Source: an optimization exercise on an open RTL-to-GDS flow (aim: small area, a short achievable clock period and few clock cycles). Production flows keep margins and buffers that such runs may drop. No run shown here included a check of the RTL's function; only the layout flow was run. No activity file was given, so power comes from the tool's default toggle rates.

## run.sh

```bash
#!/bin/bash
# synth_recipe.tcl (not shown) runs the flow's synth.tcl, then flattens the netlist and writes it again
# the make line also repeats each setting of config.mk as NAME=value (left out here)
make -C /OpenROAD-flow-scripts/flow DESIGN_CONFIG=/design/flow/config.mk WORK_HOME=/design/flow/orfs CLKGATE_MAP_FILE= SYNTH_SCRIPT=/design/flow/synth_recipe.tcl finish
```

## config.mk

```make
export PLATFORM = sky130hd
export DESIGN_NAME = alu
export DESIGN_NICKNAME = alu
export VERILOG_FILES = /design/flow/design.v
export SDC_FILE = /design/flow/constraint.sdc
export NUM_CORES = 4
export LEC_CHECK = 0
export CAP_MARGIN = 20
export CORE_MARGIN = 2
export CORE_UTILIZATION = 40
export SETUP_SLACK_MARGIN = 4
export SLEW_MARGIN = 20
```

## constraint.sdc

```tcl
create_clock -name core_clock -period 9.0 [get_ports {i_clk}]
set_input_delay 1.8000 -clock core_clock [delete_from_list [all_inputs] [get_ports {i_clk}]]
set_output_delay 1.8000 -clock core_clock [all_outputs]
set_load 0.01 [all_outputs]
```

## design.v

```verilog
module alu #(
    parameter INT_W  = 4,
    parameter FRAC_W = 6,
    parameter INST_W = 4,
    parameter DATA_W = INT_W + FRAC_W
)(
    input                     i_clk,
    input                     i_rst_n,
    input                     i_valid,
    input signed [DATA_W-1:0] i_data_a,
    input signed [DATA_W-1:0] i_data_b,
    input        [INST_W-1:0] i_inst,
    output                    o_valid,
    output       [DATA_W-1:0] o_data
);
wire signed [9:0] a = i_data_a;
wire signed [9:0] b = i_data_b;
wire               is_sub = i_inst[0];
wire signed [10:0] addsub = {a[9], a} + (is_sub ? ~{b[9], b} : {b[9], b}) + is_sub;
wire         [9:0] addsub_sat = (addsub[10] != addsub[9]) ? {addsub[10], {9{~addsub[10]}}} : addsub[9:0];
wire signed [9:0] half = (a + 10'sd1) >>> 1;
reg         [9:0] tanh;
always @(*) begin
    if (a <= -10'sd96)      tanh = -10'sd64;
    else if (a <= -10'sd32) tanh = half - 10'sd16;
    else if (a <= 10'sd32)  tanh = a;
    else if (a <= 10'sd96)  tanh = half + 10'sd16;
    else                    tanh = 10'sd64;
end
reg [3:0] clz, ctz;
integer k;
always @(*) begin
    clz = 4'd10;
    for (k = 0; k < 10; k = k + 1) if (a[k]) clz = 9 - k;
    ctz = 4'd10;
    for (k = 9; k >= 0; k = k - 1) if (a[k]) ctz = k;
end
wire [3:0] cpop = a[0] + a[1] + a[2] + a[3] + a[4] + a[5] + a[6] + a[7] + a[8] + a[9];
wire [19:0] rol2 = {a, a} << b[3:0];
wire [9:0]  rol  = rol2[19:10];
reg [9:0] simple;
always @(*) begin
    case (i_inst)
        4'd0, 4'd1: simple = addsub_sat;
        4'd4:       simple = tanh;
        4'd5:       simple = a | ~b;
        4'd6:       simple = {6'd0, clz};
        4'd7:       simple = {6'd0, ctz};
        4'd8:       simple = {6'd0, cpop};
        default:    simple = rol;
    endcase
end
wire ts1 = (a[1] & b[8]) ^ (a[2] & b[7]);
wire tc2 = (a[1] & b[8]) & (a[2] & b[7]);
wire ts3 = (a[2] & b[8]) ^ (a[3] & b[7]) ^ (a[4] & b[6]);
wire tc4 = ((a[2] & b[8]) & (a[3] & b[7])) | ((a[2] & b[8]) & (a[4] & b[6])) | ((a[3] & b[7]) & (a[4] & b[6]));
wire ts5 = (a[0] & b[5]) ^ (a[1] & b[4]);
wire tc6 = (a[0] & b[5]) & (a[1] & b[4]);
wire ts7 = (a[0] & b[6]) ^ (a[1] & b[5]) ^ (a[2] & b[4]);
wire tc8 = ((a[0] & b[6]) & (a[1] & b[5])) | ((a[0] & b[6]) & (a[2] & b[4])) | ((a[1] & b[5]) & (a[2] & b[4]));
wire ts9 = (a[0] & b[7]) ^ (a[1] & b[6]) ^ (a[2] & b[5]);
wire tc10 = ((a[0] & b[7]) & (a[1] & b[6])) | ((a[0] & b[7]) & (a[2] & b[5])) | ((a[1] & b[6]) & (a[2] & b[5]));
wire ts11 = (a[3] & b[4]) ^ (a[4] & b[3]);
wire tc12 = (a[3] & b[4]) & (a[4] & b[3]);
wire ts13 = (a[0] & b[8]) ^ (a[1] & b[7]) ^ (a[2] & b[6]);
wire tc14 = ((a[0] & b[8]) & (a[1] & b[7])) | ((a[0] & b[8]) & (a[2] & b[6])) | ((a[1] & b[7]) & (a[2] & b[6]));
wire ts15 = (a[3] & b[5]) ^ (a[4] & b[4]) ^ (a[5] & b[3]);
wire tc16 = ((a[3] & b[5]) & (a[4] & b[4])) | ((a[3] & b[5]) & (a[5] & b[3])) | ((a[4] & b[4]) & (a[5] & b[3]));
wire ts17 = (a[6] & b[2]) ^ (a[7] & b[1]);
wire tc18 = (a[6] & b[2]) & (a[7] & b[1]);
wire ts19 = (a[3] & b[6]) ^ (a[4] & b[5]) ^ (a[5] & b[4]);
wire tc20 = ((a[3] & b[6]) & (a[4] & b[5])) | ((a[3] & b[6]) & (a[5] & b[4])) | ((a[4] & b[5]) & (a[5] & b[4]));
wire ts21 = (a[6] & b[3]) ^ (a[7] & b[2]) ^ (a[8] & b[1]);
wire tc22 = ((a[6] & b[3]) & (a[7] & b[2])) | ((a[6] & b[3]) & (a[8] & b[1])) | ((a[7] & b[2]) & (a[8] & b[1]));
wire ts23 = ~(a[9] & b[0]) ^ ~(a[0] & b[9]) ^ ts1;
wire tc24 = (~(a[9] & b[0]) & ~(a[0] & b[9])) | (~(a[9] & b[0]) & ts1) | (~(a[0] & b[9]) & ts1);
wire ts25 = (a[5] & b[5]) ^ (a[6] & b[4]) ^ (a[7] & b[3]);
wire tc26 = ((a[5] & b[5]) & (a[6] & b[4])) | ((a[5] & b[5]) & (a[7] & b[3])) | ((a[6] & b[4]) & (a[7] & b[3]));
wire ts27 = (a[8] & b[2]) ^ ~(a[9] & b[1]) ^ ~(a[1] & b[9]);
wire tc28 = ((a[8] & b[2]) & ~(a[9] & b[1])) | ((a[8] & b[2]) & ~(a[1] & b[9])) | (~(a[9] & b[1]) & ~(a[1] & b[9]));
wire ts29 = 1'b1 ^ tc2 ^ ts3;
wire tc30 = (1'b1 & tc2) | (1'b1 & ts3) | (tc2 & ts3);
wire ts31 = (a[3] & b[8]) ^ (a[4] & b[7]) ^ (a[5] & b[6]);
wire tc32 = ((a[3] & b[8]) & (a[4] & b[7])) | ((a[3] & b[8]) & (a[5] & b[6])) | ((a[4] & b[7]) & (a[5] & b[6]));
wire ts33 = (a[6] & b[5]) ^ (a[7] & b[4]) ^ (a[8] & b[3]);
wire tc34 = ((a[6] & b[5]) & (a[7] & b[4])) | ((a[6] & b[5]) & (a[8] & b[3])) | ((a[7] & b[4]) & (a[8] & b[3]));
wire ts35 = ~(a[9] & b[2]) ^ ~(a[2] & b[9]) ^ tc4;
wire tc36 = (~(a[9] & b[2]) & ~(a[2] & b[9])) | (~(a[9] & b[2]) & tc4) | (~(a[2] & b[9]) & tc4);
wire ts37 = (a[4] & b[8]) ^ (a[5] & b[7]) ^ (a[6] & b[6]);
wire tc38 = ((a[4] & b[8]) & (a[5] & b[7])) | ((a[4] & b[8]) & (a[6] & b[6])) | ((a[5] & b[7]) & (a[6] & b[6]));
wire ts39 = (a[7] & b[5]) ^ (a[8] & b[4]) ^ ~(a[9] & b[3]);
wire tc40 = ((a[7] & b[5]) & (a[8] & b[4])) | ((a[7] & b[5]) & ~(a[9] & b[3])) | ((a[8] & b[4]) & ~(a[9] & b[3]));
wire ts41 = (a[5] & b[8]) ^ (a[6] & b[7]) ^ (a[7] & b[6]);
wire tc42 = ((a[5] & b[8]) & (a[6] & b[7])) | ((a[5] & b[8]) & (a[7] & b[6])) | ((a[6] & b[7]) & (a[7] & b[6]));
wire ts43 = (a[0] & b[4]) ^ (a[1] & b[3]);
wire tc44 = (a[0] & b[4]) & (a[1] & b[3]);
wire ts45 = (a[2] & b[3]) ^ (a[3] & b[2]) ^ (a[4] & b[1]);
wire tc46 = ((a[2] & b[3]) & (a[3] & b[2])) | ((a[2] & b[3]) & (a[4] & b[1])) | ((a[3] & b[2]) & (a[4] & b[1]));
wire ts47 = (a[5] & b[0]) ^ 1'b1;
wire tc48 = (a[5] & b[0]) & 1'b1;
wire ts49 = (a[3] & b[3]) ^ (a[4] & b[2]) ^ (a[5] & b[1]);
wire tc50 = ((a[3] & b[3]) & (a[4] & b[2])) | ((a[3] & b[3]) & (a[5] & b[1])) | ((a[4] & b[2]) & (a[5] & b[1]));
wire ts51 = (a[6] & b[0]) ^ tc6 ^ ts7;
wire tc52 = ((a[6] & b[0]) & tc6) | ((a[6] & b[0]) & ts7) | (tc6 & ts7);
wire ts53 = (a[5] & b[2]) ^ (a[6] & b[1]) ^ (a[7] & b[0]);
wire tc54 = ((a[5] & b[2]) & (a[6] & b[1])) | ((a[5] & b[2]) & (a[7] & b[0])) | ((a[6] & b[1]) & (a[7] & b[0]));
wire ts55 = tc8 ^ ts9 ^ ts11;
wire tc56 = (tc8 & ts9) | (tc8 & ts11) | (ts9 & ts11);
wire ts57 = (a[8] & b[0]) ^ tc10 ^ tc12;
wire tc58 = ((a[8] & b[0]) & tc10) | ((a[8] & b[0]) & tc12) | (tc10 & tc12);
wire ts59 = ts13 ^ ts15 ^ ts17;
wire tc60 = (ts13 & ts15) | (ts13 & ts17) | (ts15 & ts17);
wire ts61 = tc14 ^ tc16 ^ tc18;
wire tc62 = (tc14 & tc16) | (tc14 & tc18) | (tc16 & tc18);
wire ts63 = ts19 ^ ts21 ^ ts23;
wire tc64 = (ts19 & ts21) | (ts19 & ts23) | (ts21 & ts23);
wire ts65 = tc20 ^ tc22 ^ tc24;
wire tc66 = (tc20 & tc22) | (tc20 & tc24) | (tc22 & tc24);
wire ts67 = ts25 ^ ts27 ^ ts29;
wire tc68 = (ts25 & ts27) | (ts25 & ts29) | (ts27 & ts29);
wire ts69 = tc26 ^ tc28 ^ tc30;
wire tc70 = (tc26 & tc28) | (tc26 & tc30) | (tc28 & tc30);
wire ts71 = ts31 ^ ts33 ^ ts35;
wire tc72 = (ts31 & ts33) | (ts31 & ts35) | (ts33 & ts35);
wire ts73 = ~(a[3] & b[9]) ^ tc32 ^ tc34;
wire tc74 = (~(a[3] & b[9]) & tc32) | (~(a[3] & b[9]) & tc34) | (tc32 & tc34);
wire ts75 = tc36 ^ ts37 ^ ts39;
wire tc76 = (tc36 & ts37) | (tc36 & ts39) | (ts37 & ts39);
wire ts77 = (a[8] & b[5]) ^ ~(a[9] & b[4]) ^ ~(a[4] & b[9]);
wire tc78 = ((a[8] & b[5]) & ~(a[9] & b[4])) | ((a[8] & b[5]) & ~(a[4] & b[9])) | (~(a[9] & b[4]) & ~(a[4] & b[9]));
wire ts79 = tc38 ^ tc40 ^ ts41;
wire tc80 = (tc38 & tc40) | (tc38 & ts41) | (tc40 & ts41);
wire ts81 = (a[6] & b[8]) ^ (a[7] & b[7]) ^ (a[8] & b[6]);
wire tc82 = ((a[6] & b[8]) & (a[7] & b[7])) | ((a[6] & b[8]) & (a[8] & b[6])) | ((a[7] & b[7]) & (a[8] & b[6]));
wire ts83 = ~(a[9] & b[5]) ^ ~(a[5] & b[9]) ^ tc42;
wire tc84 = (~(a[9] & b[5]) & ~(a[5] & b[9])) | (~(a[9] & b[5]) & tc42) | (~(a[5] & b[9]) & tc42);
wire ts85 = (a[7] & b[8]) ^ (a[8] & b[7]) ^ ~(a[9] & b[6]);
wire tc86 = ((a[7] & b[8]) & (a[8] & b[7])) | ((a[7] & b[8]) & ~(a[9] & b[6])) | ((a[8] & b[7]) & ~(a[9] & b[6]));
wire ts87 = ~(a[6] & b[9]) ^ 1'b1;
wire tc88 = ~(a[6] & b[9]) & 1'b1;
wire ts89 = (a[8] & b[8]) ^ ~(a[9] & b[7]) ^ ~(a[7] & b[9]);
wire tc90 = ((a[8] & b[8]) & ~(a[9] & b[7])) | ((a[8] & b[8]) & ~(a[7] & b[9])) | (~(a[9] & b[7]) & ~(a[7] & b[9]));
wire ts91 = (a[0] & b[3]) ^ (a[1] & b[2]);
wire tc92 = (a[0] & b[3]) & (a[1] & b[2]);
wire ts93 = (a[2] & b[2]) ^ (a[3] & b[1]) ^ (a[4] & b[0]);
wire tc94 = ((a[2] & b[2]) & (a[3] & b[1])) | ((a[2] & b[2]) & (a[4] & b[0])) | ((a[3] & b[1]) & (a[4] & b[0]));
wire ts95 = ts5 ^ tc44 ^ ts45;
wire tc96 = (ts5 & tc44) | (ts5 & ts45) | (tc44 & ts45);
wire ts97 = tc46 ^ tc48 ^ ts49;
wire tc98 = (tc46 & tc48) | (tc46 & ts49) | (tc48 & ts49);
wire ts99 = tc50 ^ tc52 ^ ts53;
wire tc100 = (tc50 & tc52) | (tc50 & ts53) | (tc52 & ts53);
wire ts101 = tc54 ^ tc56 ^ ts57;
wire tc102 = (tc54 & tc56) | (tc54 & ts57) | (tc56 & ts57);
wire ts103 = tc58 ^ tc60 ^ ts61;
wire tc104 = (tc58 & tc60) | (tc58 & ts61) | (tc60 & ts61);
wire ts105 = tc62 ^ tc64 ^ ts65;
wire tc106 = (tc62 & tc64) | (tc62 & ts65) | (tc64 & ts65);
wire ts107 = tc66 ^ tc68 ^ ts69;
wire tc108 = (tc66 & tc68) | (tc66 & ts69) | (tc68 & ts69);
wire ts109 = tc70 ^ tc72 ^ ts73;
wire tc110 = (tc70 & tc72) | (tc70 & ts73) | (tc72 & ts73);
wire ts111 = tc74 ^ tc76 ^ ts77;
wire tc112 = (tc74 & tc76) | (tc74 & ts77) | (tc76 & ts77);
wire ts113 = tc78 ^ tc80 ^ ts81;
wire tc114 = (tc78 & tc80) | (tc78 & ts81) | (tc80 & ts81);
wire ts115 = tc82 ^ tc84 ^ ts85;
wire tc116 = (tc82 & tc84) | (tc82 & ts85) | (tc84 & ts85);
wire ts117 = 1'b1 ^ tc86 ^ tc88;
wire tc118 = (1'b1 & tc86) | (1'b1 & tc88) | (tc86 & tc88);
wire ts119 = ~(a[9] & b[8]) ^ ~(a[8] & b[9]) ^ 1'b1;
wire tc120 = (~(a[9] & b[8]) & ~(a[8] & b[9])) | (~(a[9] & b[8]) & 1'b1) | (~(a[8] & b[9]) & 1'b1);
wire ts121 = (a[0] & b[2]) ^ (a[1] & b[1]);
wire tc122 = (a[0] & b[2]) & (a[1] & b[1]);
wire ts123 = (a[2] & b[1]) ^ (a[3] & b[0]) ^ ts91;
wire tc124 = ((a[2] & b[1]) & (a[3] & b[0])) | ((a[2] & b[1]) & ts91) | ((a[3] & b[0]) & ts91);
wire ts125 = ts43 ^ tc92 ^ ts93;
wire tc126 = (ts43 & tc92) | (ts43 & ts93) | (tc92 & ts93);
wire ts127 = ts47 ^ tc94 ^ ts95;
wire tc128 = (ts47 & tc94) | (ts47 & ts95) | (tc94 & ts95);
wire ts129 = ts51 ^ tc96 ^ ts97;
wire tc130 = (ts51 & tc96) | (ts51 & ts97) | (tc96 & ts97);
wire ts131 = ts55 ^ tc98 ^ ts99;
wire tc132 = (ts55 & tc98) | (ts55 & ts99) | (tc98 & ts99);
wire ts133 = ts59 ^ tc100 ^ ts101;
wire tc134 = (ts59 & tc100) | (ts59 & ts101) | (tc100 & ts101);
wire ts135 = ts63 ^ tc102 ^ ts103;
wire tc136 = (ts63 & tc102) | (ts63 & ts103) | (tc102 & ts103);
wire ts137 = ts67 ^ tc104 ^ ts105;
wire tc138 = (ts67 & tc104) | (ts67 & ts105) | (tc104 & ts105);
wire ts139 = ts71 ^ tc106 ^ ts107;
wire tc140 = (ts71 & tc106) | (ts71 & ts107) | (tc106 & ts107);
wire ts141 = ts75 ^ tc108 ^ ts109;
wire tc142 = (ts75 & tc108) | (ts75 & ts109) | (tc108 & ts109);
wire ts143 = ts79 ^ tc110 ^ ts111;
wire tc144 = (ts79 & tc110) | (ts79 & ts111) | (tc110 & ts111);
wire ts145 = ts83 ^ tc112 ^ ts113;
wire tc146 = (ts83 & tc112) | (ts83 & ts113) | (tc112 & ts113);
wire ts147 = ts87 ^ tc114 ^ ts115;
wire tc148 = (ts87 & tc114) | (ts87 & ts115) | (tc114 & ts115);
wire ts149 = ts89 ^ tc116 ^ ts117;
wire tc150 = (ts89 & tc116) | (ts89 & ts117) | (tc116 & ts117);
wire ts151 = tc90 ^ tc118 ^ ts119;
wire tc152 = (tc90 & tc118) | (tc90 & ts119) | (tc118 & ts119);
wire ts153 = (a[9] & b[9]) ^ 1'b1 ^ tc120;
wire tc154 = ((a[9] & b[9]) & 1'b1) | ((a[9] & b[9]) & tc120) | (1'b1 & tc120);
wire [19:0] row0 = {tc154, tc152, tc150, tc148, tc146, tc144, tc142, tc140, tc138, tc136, tc134, tc132, tc130, tc128, tc126, tc124, tc122, (a[2] & b[0]), (a[0] & b[1]), (a[0] & b[0])};
wire [19:0] row1 = {1'b0, ts153, ts151, ts149, ts147, ts145, ts143, ts141, ts139, ts137, ts135, ts133, ts131, ts129, ts127, ts125, ts123, ts121, (a[1] & b[0]), 1'b0};
wire [6:0] lo = row0[5:0] + row1[5:0];
reg        o_valid_r;
reg  [9:0] acc_r;
reg [13:0] r0_r, r1_r;
reg        c6_r;
reg  [9:0] simple_r;
reg        is_mul_r, is_mac_r;
always @(posedge i_clk or negedge i_rst_n) begin
    if (!i_rst_n) begin
        o_valid_r <= 1'b0;
        acc_r     <= 10'd0;
    end else begin
        o_valid_r <= i_valid;
        if (o_valid_r) acc_r <= o_data;
    end
end
always @(posedge i_clk) begin
    r0_r     <= row0[19:6];
    r1_r     <= row1[19:6];
    c6_r     <= lo[6];
    simple_r <= simple;
    is_mul_r <= (i_inst[3:1] == 3'b001);
    is_mac_r <= i_inst[0];
end
wire [13:0] accrow = {4'b0000, ~(acc_r[9] & is_mac_r), acc_r[8:0] & {9{is_mac_r}}};
wire [13:0] xs = r0_r ^ r1_r ^ accrow;
wire [13:0] xc = (r0_r & r1_r) | (r0_r & accrow) | (r1_r & accrow);
wire [14:0] sum = {xs, 1'b1} + {xc[12:0], 1'b0, c6_r};
wire [13:0] S = sum[14:1];
wire        ovf = ~(&S[13:9] | ~|S[13:9]);
wire  [9:0] mul_sat = ovf ? {S[13], {9{~S[13]}}} : S[9:0];
assign o_valid = o_valid_r;
assign o_data  = is_mul_r ? mul_sat : simple_r;
endmodule
```

==> results of run 1 <==
-- sequential cells by signal (all words and copies together), names as in the netlist --
name / flops
o_valid_r: 1
is_mul_r: 1
simple_r: 10
acc_r: 10
c6_r: 1
r1_r: 13
is_mac_r: 1
r0_r: 14
-- per-stage QoR --
stage / hold WS [ns] / instances / setup slack (ns)
finish: 0.532 / 1139 / 3.52
global route: 0.562 / 1139 / 3.38
CTS: 0.532 / 1131 / 3.51
detailed placement: 0.514 / 1101 / 2.88
global placement: 0.512 / 1101 / 2.97
floorplan: 0.472 / 874 / 3.99
-- cells in the final DEF, fill, tap and decap left out, drive strengths merged, types with 4 or more instances in the layout --
| master | n |
|---|---|
| a21o | 9 |
| o211ai | 5 |
| a22oi | 6 |
| inv | 138 |
| nor2 | 60 |
| a21oi | 53 |
| mux4 | 5 |
| o21bai | 11 |
| ha | 47 |
| xor2 | 18 |
| a31o | 4 |
| clkbuf | 6 |
| clkdlybuf4s50 | 18 |
| mux2i | 8 |
| and2 | 58 |
| dfxtp | 40 |
| o21ai | 47 |
| fa | 81 |
| a31oi | 5 |
| nand2 | 85 |
| xnor2 | 20 |
| dfrtp | 11 |
| nand3 | 13 |
| buf | 55 |
| a211oi | 8 |
| o21a | 5 |
| nor2b | 6 |
| nor3 | 15 |
| a2111oi | 7 |
| nand2b | 4 |
| o221ai | 6 |
-- worst max-delay path, cell delays in order (launching register included) --
cell and delay [ns]:
dfxtp_4 0.39, buf_6 0.14, and2_4 0.16, fa_1 0.50
inv_2 0.05, ha_4 0.28, buf_6 0.10, inv_2 0.04
o21ai_1 0.19, a21oi_2 0.08, and3b_1 0.19, or4_4 0.58
nor3_4 0.20, buf_6 0.16, o21ai_2 0.07, a21oi_2 0.12
buf_2 0.14
-- kinds of logic after synthesis --
family,synth area share
compound gates,0.187
xor+xnor,0.0466
fa+ha+maj,0.312
buf+inv,0.100
flops,0.151
mux,0.0322
simple gates,0.171
-- metal layers --
metal / track usage / routed length, um
met5: 0 / 0
met4: 0.0859 / 662
met3: 0.0265 / 1130
met2: 0.367 / 9390
met1: 0.309 / 9330
-- worst max-delay path by stage --
stage,from,to,slack (ns)
2_1_floorplan,i_data_a[5],simple_r[1],3.99
3_3_place_gp,i_data_a[7],simple_r[1],2.97
3_5_place_dp,i_data_a[7],simple_r[1],2.88
4_1_cts,is_mac_r,o_data[1],3.51
5_1_grt,is_mac_r,o_data[3],3.38
6_report,is_mac_r,o_data[1],3.52
-- layout make-up --
cell class | count | area [um2] | share of cell area
repair buffers | 80 | 803 | 0.0923
clock buffers | 5 | 125 | 0.0144
well taps | 225 | 282 | 0.0324
clock inverters | 3 | 47.5 | 0.00546
inverters | 141 | 551 | 0.0633
multi-input cells | 634 | 5810 | 0.668
flip-flops and latches | 51 | 1080 | 0.124
-- power breakdown --
group          internal [mW]  switching (mW)
combinational          0.869            1.04
sequential             0.301          0.0307
clock                  0.133          0.0905
total                   1.30            1.16
-- timing repair --
action / CTS / global route
cloned: 3 / 0
setup endpoints to repair: 20 / 20
buffers inserted: 19 / 8
gates resized for setup: 129 / 62
pin swaps: 26 / 40
==> results.txt, run 1 <==
outcome=timing/DRC/antenna clean; post-route cell area=8700 um2; total power draw=2.46 mW; CP Max Fanout=6; first-pass iteration count of the detailed router=5; antenna violations before repair=0; GRT Total Usage=0.226; final WL=20.5 mm; Max Cap Violations=0; reg2reg setup slack=5.50 ns; hold path endpoint=acc_r[5]; TritonCTS Buffers=5; starting density of the core=0.412; setup TNS=0 ns; Reg-to-Reg Start=is_mac_r; vias in the first global route=6304; die height=138 um; Rows=48; IO Count=38; arrival time worst endpoint=3.68 ns; Post-synth top flop=dfxtp_1; Setup CP Type=flip-flop to output port; Longest Clk Path Bufs=2; ANT nets after route=0; syn nets=1029; Post-Syn Area=7150 um2; DP Wirelength=14.4 mm; grt total ovfl=0; Post-synth EDFFs=0; area delta synth->final=21.7%; worst r2r dst=acc_r[6]; most frequent cell after synthesis=inv_1; drt via density=5.53; share of post-route cells with drive strength above 1=0.184; worst hold path depth=2; Post-CTS Hold Buffers=0; Final Hold Fails=0; Syn Inst Count=874; Setup Skew=0.00802 ns; Relative slew margins=0.239; count of different cell masters after synthesis=74; CTS clk-pin slew, worst paths=0.07 ns; Final GP Congestion=0.909; CP Capture Type=output port; post-layout min period=5.48 ns; via count=6297; core box area=17400 um2; setup violators final=0; Async SR Flop Fraction=0.216; worst r2r path cells=14; root buffer cell=clkbuf_16; final worst-path cycle share=0.609; Worst Hold Class=flip-flop to flip-flop; die area=19000 um2; cell taking the most area after synthesis=fa_1; global-route wire length before repair=33.1 mm; TritonCTS clock tree=done; synth cell count leaders=137 x inv_1, 85 x nand2_1, 81 x fa_1, 60 x nor2_1, 58 x and2_1; largest net degree at the start of global routing=33; clk latency of the worst-skew pair=0.30 ns; syn_area_per_cell=8.18 um2; Die X=138 um; Synth Register Bits=51; LEAKAGE=3.93 nW; drc violations=0; Hold Crit Start=acc_r[5]; CP Data Required Time=7.20 ns; P per Cell Area=283 nW/um2; Post-Route Utilization=0.501; Synth warnings=1; routed len/inst=18.0 um; Max Freq=182 MHz; Startpoint Class=flip-flop; leading post-synthesis cells by cell area=fa_1 23%, dfxtp_1 11%, ha_1 8.2%; Worst Tran Pin Value=1.13 ns; share of the synthesized area in the top cell type=0.227; final net count=1068; DR iter-0 viols=631; Seq/Total Area, Yosys=0.151; placed inst area=7760 um2; RSZ-0062 raised after global routing=true; worst vdd ir=0.271 mV; H-tree levels=2; Slew Limit Fails=0; fillers=1671; ant diodes=0; Port Buffers=37; # clock sinks=51
==> run 2: changes to the inputs <==
--- a/config.mk
+++ b/config.mk
@@ -10,3 +10,2 @@
 export CORE_UTILIZATION = 40
-export SETUP_SLACK_MARGIN = 4
 export SLEW_MARGIN = 20
==> run 2 against run 1 <==
  * Still clean
  * Area after synthesis unchanged
  * Clock skew down 0.00074 ns
  * Combinational power down 31%
  * Critical endpoint is now o_data[7]
  * Largest power group unchanged
==> results.txt, run 2 <==
Setup Skew=0.00728 ns; first-pass iteration count of the detailed router=5; drc violations=0; placed inst area=7730 um2; cell taking the most area after synthesis=fa_1; WL met3=922 um; Port Buffers=37; Worst Setup SP=is_mac_r; Async SR Flop Fraction=0.216; CP Max Fanout=10; most frequent cells in the layout=137 x inv_1, 85 x nand2_1, 81 x fa_1; post-layout min period=6.49 ns; Final Instance Count excl. Fillers=1112; TritonCTS clock tree=done; syn_area_per_cell=8.18 um2; worst r2r path cells=12; drt via density=5.39; share of the synthesized area in the top cell type=0.227; Reg-to-Reg Start=is_mac_r; IO Count=38; Rows=48; # clock sinks=51; routed len/inst=16.9 um; hold path endpoint=acc_r[2]; Setup CP Type=flip-flop to output port; area delta synth->final=10.8%; ANT nets after route=0; antenna violations before repair=0; Worst Tran Pin Value=1.00 ns; Final Hold Fails=0; worst vdd ir=0.163 mV; LEAKAGE=3.66 nW; H-tree levels=2; post-route cell area=7920 um2; Longest Clk Path Bufs=2; Compound-Gate Fraction of Synth Area=0.187; Post-synth top flop=dfxtp_1; post-synthesis simple-gate area fraction=0.171; final WL=18.8 mm; total power draw=1.89 mW; vias in the first global route=6052; Post-CTS Hold Buffers=0; Post-Syn Area=7150 um2; Placement Setup Slack=2.74 ns; CTS clk-pin slew, worst paths=0.07 ns; CP Capture Type=output port; max reg flops=14; Synth warnings=1; P per Cell Area=239 nW/um2; Startpoint Class=flip-flop; share of post-route cells with drive strength above 1=0.0530; die area=19000 um2; hold_ws=0.540 ns; Largest Register=r0_r; Post-Synth Adder-Cell Area=0.312; Routed met2 length=8.82 mm; PostCTS Resize Cnt=0; leading post-synthesis cells by cell area=fa_1 23%, dfxtp_1 11%, ha_1 8.2%; grt total ovfl=0; GRT Total Usage=0.214; fraction of synthesized area in multiplexers=0.0322; Synth Register Bits=51; worst setup margin=2.51 ns; Synth Area in XOR/XNOR=0.0466; Top Metal Used=met4; Final GP Congestion=0.910; Die X=138 um; clk latency of the worst-skew pair=0.29 ns; die height=138 um; synth cell count leaders=137 x inv_1, 85 x nand2_1, 81 x fa_1, 60 x nor2_1, 58 x and2_1; global-route wire length before repair=31.7 mm; starting density of the core=0.412; setup violators final=0; DRT met1 WL=8.76 mm; root buffer cell=clkbuf_16; Worst Hold Class=flip-flop to flip-flop; arrival time worst endpoint=4.69 ns; DP Wirelength=14.4 mm; outcome=timing/DRC/antenna clean; placed insts=1104; Hold Crit Start=acc_r[2]; core box area=17400 um2; via count=5991; most common cell after layout, fill and taps aside=inv_1; Slew Limit Fails=0; Post-Route Utilization=0.456; Post-synth EDFFs=0; Max Freq=154 MHz; most frequent cell after synthesis=inv_1; setup TNS=0 ns; final net count=1041; Max Cap Violations=0; Syn Inst Count=874; biggest regs=r0_r x14, r1_r x13; largest family of logic cells by synthesized area=adder cells; syn nets=1029; largest net degree at the start of global routing=33; DR iter-0 viols=520; final worst-path cycle share=0.721; reg2reg setup slack=5.09 ns; TritonCTS Buffers=5; Relative slew margins=0.328; number of setup buffers added after CTS=0; worst r2r dst=acc_r[4]; fillers=1738; Seq/Total Area, Yosys=0.151; CP Data Required Time=7.20 ns; ant diodes=0; count of different cell masters after synthesis=74; worst hold path depth=2; RSZ-0062 raised after global routing=false
-- run 2: critical path, stage by stage, from the launching register on --
cell and delay [ns]:
dfxtp_1 0.54, nand2_1 0.11, fa_1 0.49, inv_1 0.04, ha_1 0.37, a211oi_1 0.33
a211oi_1 0.18, a31o_1 0.26, a2111oi_0 0.47, o22ai_1 0.19, nor3_1 0.49, o21ai_1 0.19
a21oi_1 0.17, clkdlybuf4s50_1 0.55
-- run 2: layout make-up --
cell class                      count  area (um2)  area share
Clock inverter                      2        36.3     0.00458
Inverter                          141         529      0.0668
Sequential cell                    51        1080       0.136
Multi-Input combinational cell    634        5360       0.676
Timing Repair Buffer               53         490      0.0619
Clock buffer                        6         150      0.0190
Tap cell                          225         282      0.0356
-- run 2: logic make-up after synthesis --
group,count (synthesis)
mux,16
fa+ha+maj,130
xor+xnor,38
compound gates,194
flops,51
simple gates,256
buf+inv,189
-- run 2: worst max path at each step --
stage                  end  slack, ns  depth (start not counted)
3_3_place_gp   simple_r[1]       2.76                         16
3_5_place_dp   simple_r[1]       2.74                         16
5_1_grt          o_data[1]       2.15                         13
2_1_floorplan  simple_r[1]       3.67                         15
6_report         o_data[7]       2.51                         13
4_1_cts          o_data[7]       2.52                         13
-- run 2: power breakdown --
| part | switching (mW) | internal [mW] |
|---|---|---|
| sequential | 0.0321 | 0.302 |
| clock | 0.0868 | 0.148 |
| combinational | 0.770 | 0.552 |
| total | 0.889 | 1.00 |
-- run 2: per-layer routing --
layer	global-route usage	up-vias
li1	-	2889
met1	0.299	2869
met2	0.355	201
met3	0.0188	32
met4	0.0550	0
met5	0	-
==> run 3: changes to the inputs <==
--- a/config.mk
+++ b/config.mk
@@ -9,3 +9,4 @@
 export CORE_MARGIN = 2
-export CORE_UTILIZATION = 40
+export CORE_UTILIZATION = 60
+export SETUP_SLACK_MARGIN = 5
 export SLEW_MARGIN = 20
==> run 3 against run 2 <==
  * Register-to-register slack lost 0.05 ns
  * Design area up 25%
  * Clock-buffer cell count decreased by 1
  * Via count rose by 21%
  * Largest cell class unchanged
==> results.txt, run 3 <==
Slew Limit Fails=0; setup TNS=0 ns; syn_area_per_cell=8.18 um2; worst hold path depth=1; grt total ovfl=0; hold path endpoint=acc_r[9]; DP Wirelength=15.5 mm; leading post-synthesis cells by cell area=fa_1 23%, dfxtp_1 11%, ha_1 8.2%; setup violators final=0; die area=12800 um2; syn nets=1029; Rows=39; Startpoint Class=flip-flop; Max Cap Violations=0; Longest Clk Path Bufs=2; share of post-route cells with drive strength above 1=0.360; CP Capture Type=output port; DR iter-0 viols=835; Worst Tran Pin Value=1.30 ns; slowest cell on the critical path=or4_4; Largest Register=r0_r; CTS clk-pin slew, worst paths=0.07 ns; drt via density=6.44; routed len/inst=22.5 um; Relative slew margins=0.124; CP Data Required Time=7.20 ns; RSZ-0062 raised after global routing=true; Worst Hold Class=flip-flop to flip-flop; Post-synth EDFFs=0; total power draw=2.82 mW; TritonCTS Buffers=5; first-pass iteration count of the detailed router=25; cell taking the most area after synthesis=fa_1; Async SR Flop Fraction=0.216; Post-Syn Area=7150 um2; reg2reg setup slack=5.04 ns; worst r2r dst=acc_r[6]; Max Freq=173 MHz; final net count=1137; Syn Inst Count=874; hold_ws=0.532 ns; worst vdd ir=0.246 mV; starting density of the core=0.621; largest net degree at the start of global routing=22; Synth warnings=1; ANT nets after route=0; placed insts=1016; Final Hold Fails=0; die height=113 um; Reg-to-Reg Start=is_mac_r; most frequent cell after synthesis=inv_1; arrival time worst endpoint=3.99 ns; post-layout min period=5.79 ns; crit path cell chain=buf_6 -> nand2_4 -> fa_1 -> buf_4 -> nand4b_1 -> a211oi_2 -> a31o_1 -> a211oi_2 -> or4_4 -> nor3_4 -> buf_6 -> buf_4 -> o21ai_2 -> a21oi_2 -> buf_2; clk latency of the worst-skew pair=0.29 ns; biggest regs=r0_r x14, r1_r x13; TritonCTS clock tree=done; global-route wire length before repair=38.4 mm; most frequent cells in the layout=100 x inv_1, 79 x nand2_1, 67 x buf_4; count of different cell masters after synthesis=74; post-route cell area=9920 um2; antenna violations before repair=0; final WL=25.4 mm; placed inst area=7870 um2; # clock sinks=51; max reg flops=14; final worst-path cycle share=0.643; Placement Setup Slack=3.10 ns; Hold Crit Start=acc_r[9]; Post-CTS Hold Buffers=0; Post-Route Utilization=0.861; via count=7250; P per Cell Area=284 nW/um2; worst r2r path cells=15; Port Buffers=37; Final Instance Count excl. Fillers=1126; LEAKAGE=4.46 nW; Setup Skew=0.0120 ns; core box area=11500 um2; Final GP Congestion=0.972; vias in the first global route=7192; root buffer cell=clkbuf_16; most common cell after layout, fill and taps aside=inv_1; outcome=timing/DRC/antenna clean; max incr delay on CP=0.55 ns; drc violations=0; Die X=113 um; share of the synthesized area in the top cell type=0.227; GRT Total Usage=0.385; Synth Register Bits=51; worst setup margin=3.21 ns; ant diodes=0; IO Count=38; Post-synth top flop=dfxtp_1; CP Max Fanout=6; Setup CP Type=flip-flop to output port; synth cell count leaders=137 x inv_1, 85 x nand2_1, 81 x fa_1, 60 x nor2_1, 58 x and2_1; area delta synth->final=38.7%; Seq/Total Area, Yosys=0.151; H-tree levels=2
run 3: per-layer routing:
layer,GRT usage,up-vias,routed length (um)
met5,0,-,0
met4,0.198,0,1660
met3,0.0503,151,2500
met2,0.650,522,12100
met1,0.486,3482,9130
li1,-,3095,-
run 3: worst max-delay path, delay by kind of cell (launching register included):
| kind | cells | cell delay [ns] |
|---|---|---|
| fa+ha+maj | 1 | 0.50 |
| flops | 1 | 0.40 |
| simple gates | 4 | 1.08 |
| compound gates | 5 | 1.00 |
| buf+inv | 5 | 0.70 |
run 3: cells by family after synthesis:
group                    count (synthesis)  share of synthesized area
AND/OR/NAND/NOR                        256                      0.171
AO/OA/AOI/OAI                          194                      0.187
buffers and inverters                  189                      0.100
adder cells (fa/ha/maj)                130                      0.312
flip-flops                              51                      0.151
XOR/XNOR                                38                     0.0466
multiplexers                            16                     0.0322
run 3: how the worst max path moves through the flow:
| stage | slack (ns) | startpoint | endpoint |
|---|---|---|---|
| after floorplan | 4.08 | is_mac_r | o_data[4] |
| after global placement | 3.14 | i_data_a[1] | simple_r[1] |
| after detailed placement | 3.10 | is_mac_r | o_data[6] |
| after CTS | 3.45 | is_mac_r | o_data[3] |
| after global routing | 3.14 | is_mac_r | o_data[1] |
| final | 3.21 | is_mac_r | o_data[1] |
run 3: final cells by class:
class	count	area, um2
Fill cell	603	1600
Inverter	141	573
Multi-Input combinational cell	634	6260
Timing Repair Buffer	149	1660
Tap cell	143	179
Clock inverter	3	43.8
Sequential cell	51	1080
Clock buffer	5	125
run 3: what timing repair did:
action	4_1_cts	5_1_grt
gates resized for setup	311	67
hold endpoints to repair	0	0
buffers inserted	72	22
pin swaps	54	57
cloned	8	0
setup endpoints to repair	46	35
run 3: report_power, final:
part	internal, mW	switching (mW)	total, mW
combinational	1.02	1.24	2.26
clock	0.131	0.0882	0.219
sequential	0.301	0.0332	0.335
total	1.45	1.36	2.82
==> run 4: changes to the inputs <==
--- a/config.mk
+++ b/config.mk
@@ -7,6 +7,7 @@
 export LEC_CHECK = 0
+export ABC_CLOCK_PERIOD_IN_PS = 2500
 export CAP_MARGIN = 20
 export CORE_MARGIN = 2
-export CORE_UTILIZATION = 60
-export SETUP_SLACK_MARGIN = 5
+export CORE_UTILIZATION = 40
+export SETUP_SLACK_MARGIN = 4
 export SLEW_MARGIN = 20
==> run 4 against run 3 <==
  * Via count shrank 13%
  * Sequential power is essentially flat
  * Global-route usage shrank 16 points
  * Critical path depth grew 1
  * Final cell count grew 1.2%
  * Hold slack gained 0.00056 ns
  * Register-to-register slack gained 0.46 ns
  * Area after synthesis is the same
  * Fmax grew 5.6%
  * Flip-flop and latch count is the same
  * Largest power group unchanged
  * Wire length shrank 19%
==> results.txt, run 4 <==
outcome=timing/DRC/antenna clean; final WL=20.5 mm; Reg-to-Reg Start=is_mac_r; Crit path depth=16; grt total ovfl=0; Post-Syn Area=7150 um2; CP dominant cell by count=buf_6; Flop pwr share=0.135; most frequent cell after synthesis=inv_1; CP Data Required Time=7.20 ns; first-pass iteration count of the detailed router=5; share of post-route cells with drive strength above 1=0.184; LEAKAGE=3.93 nW; max reg flops=14; post-layout min period=5.48 ns; setup violators final=0; setup TNS=0 ns; worst r2r dst=acc_r[6]; H-tree levels=2; Sw Share=0.471; # clock sinks=51; ant diodes=0; die height=138 um; CTS clk-pin slew, worst paths=0.07 ns; CP Max Fanout=6; final worst-path cycle share=0.609; IO Count=38; leading post-synthesis cells by cell area=fa_1 23%, dfxtp_1 11%, ha_1 8.2%; GRT Total Usage=0.226; final net count=1068; Post-synth top flop=dfxtp_1; DR iter-0 viols=631; routed len/inst=18.0 um; area delta synth->final=21.7%; biggest regs=r0_r x14, r1_r x13; placed inst area=7760 um2; max incr delay on CP=0.58 ns; fillers=1671; starting density of the core=0.412; ANT nets after route=0; Slew Limit Fails=0; DP Wirelength=14.4 mm; slowest cell on the critical path=or4_4; critical path endpoint=o_data[1]; most common cell after layout, fill and taps aside=inv_1; Worst Path Buf+Inv=6; Synth warnings=1; P_sw=1.16 mW; count of different cell masters after synthesis=74; CP delay by family, top=simple AND/OR/NAND/NOR gates; hold_ws=0.532 ns; Max Cap Violations=0; Die X=138 um; Final Hold Fails=0; clk latency of the worst-skew pair=0.30 ns; crit path cell chain=buf_6 -> and2_4 -> fa_1 -> inv_2 -> ha_4 -> buf_6 -> inv_2 -> o21ai_1 -> a21oi_2 -> and3b_1 -> or4_4 -> nor3_4 -> buf_6 -> o21ai_2 -> a21oi_2 -> buf_2; Rows=48; share of the synthesized area in the top cell type=0.227; Final GP Congestion=0.909; syn nets=1029; TritonCTS Buffers=5; Int Pwr=1.30 mW; Setup CP Type=flip-flop to output port; via count=6297; Setup Skew=0.00802 ns; Worst Hold Class=flip-flop to flip-flop; Largest Register=r0_r; RSZ-0062 raised after global routing=true; Worst Tran Pin Value=1.13 ns; Post-synth EDFFs=0; cell taking the most area after synthesis=fa_1; Port Buffers=37; antenna violations before repair=0; Longest Clk Path Bufs=2; reg2reg setup slack=5.50 ns; Synth Register Bits=51; CP Capture Type=output port; Worst Setup SP=is_mac_r; root buffer cell=clkbuf_16; combinational fraction of design power=0.775; die area=19000 um2; most frequent cells in the layout=125 x inv_1, 82 x nand2_1, 79 x fa_1; TritonCTS clock tree=done; post-route cell area=8700 um2; core box area=17400 um2; Startpoint Class=flip-flop; clock share of power=0.091; synth cell count leaders=137 x inv_1, 85 x nand2_1, 81 x fa_1, 60 x nor2_1, 58 x and2_1; vias in the first global route=6304; global-route wire length before repair=33.1 mm; syn_area_per_cell=8.18 um2; Seq/Total Area, Yosys=0.151; worst r2r path cells=14; Max Freq=182 MHz; worst vdd ir=0.271 mV; Syn Inst Count=874; P per Cell Area=283 nW/um2; drt via density=5.53; Post-CTS Hold Buffers=0; Async SR Flop Fraction=0.216; largest net degree at the start of global routing=33; drc violations=0; arrival time worst endpoint=3.68 ns; Relative slew margins=0.239
run 4: cell counts after synthesis:
Identical to the previous run, type by type.
run 4: worst register-to-register path, stage by stage, from the launching register on:
cell,delay (ns)
dfxtp_4,0.41
nand2_2,0.06
fa_1,0.48
inv_1,0.06
ha_4,0.24
a211oi_4,0.26
a211oi_2,0.13
buf_4,0.16
nand4b_1,0.18
o2111a_2,0.19
or4_4,0.56
o21ai_4,0.17
buf_4,0.13
nand3_1,0.18
o21ai_1,0.21
run 4: per-stage QoR:
step	util	setup WS, ns	total power [mW]	instances
after floorplan	-	3.99	1.38	874
after global placement	0.447	2.97	1.68	1101
after detailed placement	0.447	2.88	1.68	1101
after CTS	0.484	3.51	2.20	1131
after global routing	0.501	3.38	2.66	1139
final	0.501	3.52	2.46	1139
run 4: layout make-up:
cell class                      instances  area [um2]  area share
Clock buffer                            5         125      0.0144
Clock inverter                          3        47.5     0.00546
Inverter                              141         551      0.0633
Multi-Input combinational cell        634        5810       0.668
Sequential cell                        51        1080       0.124
Tap cell                              225         282      0.0324
Timing Repair Buffer                   80         803      0.0923
run 4: power by group through the flow:
| stage | Combinational [mW] | Sequential [mW] | Clock [mW] |
|---|---|---|---|
| final | 1.91 | 0.332 | 0.223 |
| after global routing | 2.09 | 0.339 | 0.235 |
| after CTS | 1.64 | 0.331 | 0.227 |
| after detailed placement | 1.35 | 0.335 | 0 |
| after global placement | 1.34 | 0.336 | 0 |
| after floorplan | 1.06 | 0.322 | 0 |
run 4: how the worst min path moves through the flow:
stage                     slack [ns]  cells after the start       end     start
after floorplan                 0.47                      1  acc_r[9]  acc_r[9]
after global placement          0.51                      1  acc_r[9]  acc_r[9]
after detailed placement        0.51                      2  acc_r[5]  acc_r[5]
after CTS                       0.53                      2  acc_r[5]  acc_r[5]
after global routing            0.56                      1  acc_r[9]  acc_r[9]
final                           0.53                      2  acc_r[5]  acc_r[5]
run 4: logic make-up (layout without fill, tap and decap cells):
group,count (synthesis),count (layout),synth area share
xor gates and xnor gates,38,38,0.0466
and+or+nand+nor,256,256,0.171
DFF,51,51,0.151
buffers and inverters,189,229,0.100
adders and majority gates,130,130,0.312
muxes,16,16,0.0322
AOI/OAI and AO/OA,194,194,0.187
run 4: repair_timing:
item                                    in CTS  in global routing
pin swaps                                   26                 40
resized for setup                          129                 62
buffers inserted                            19                  8
endpoints found under the setup margin      20                 20
cloned                                       3                  0
run 4: metal layers:
| layer | global-route usage | vias to the layer above | share of wire |
|---|---|---|---|
| met4 | 0.0859 | 0 | 0.032 |
| li1 | - | 2952 | - |
| met3 | 0.0265 | 54 | 0.055 |
| met2 | 0.367 | 226 | 0.46 |
| met1 | 0.309 | 3065 | 0.45 |
| met5 | 0 | - | 0 |

==> port drivers added, routing unchanged <==
How much do the figures lean on ideal ports? The routed layouts below were timed once more, with nothing changed but the port constraints.
Step 1, drivers: a clkbuf_16 drives i_clk and a buf_2 each remaining input, both assumed.
Step 2 also shifts input and output timing later by t, the mid clock arrival at the registers, as if the neighbouring blocks saw the same clock.
a / b / c = ideal / step 1 / step 2; a / b = the first two.
run	t, ns	setup slack, ns	clock arrival spread, ns	slew at the worst register clock pin (ns)
run 1	0.332	3.517 / 3.481 / 3.666	0.014 / 0.014	0.08 / 0.08
run 2	0.325	2.510 / 2.476 / 2.656	0.007 / 0.007	0.07 / 0.07
run 3	0.325	3.210 / 3.172 / 3.497	0.014 / 0.014	0.07 / 0.07
run 4	0.332	3.517 / 3.481 / 3.666	0.014 / 0.014	0.08 / 0.08
After both steps setup and hold are still met in every run listed.
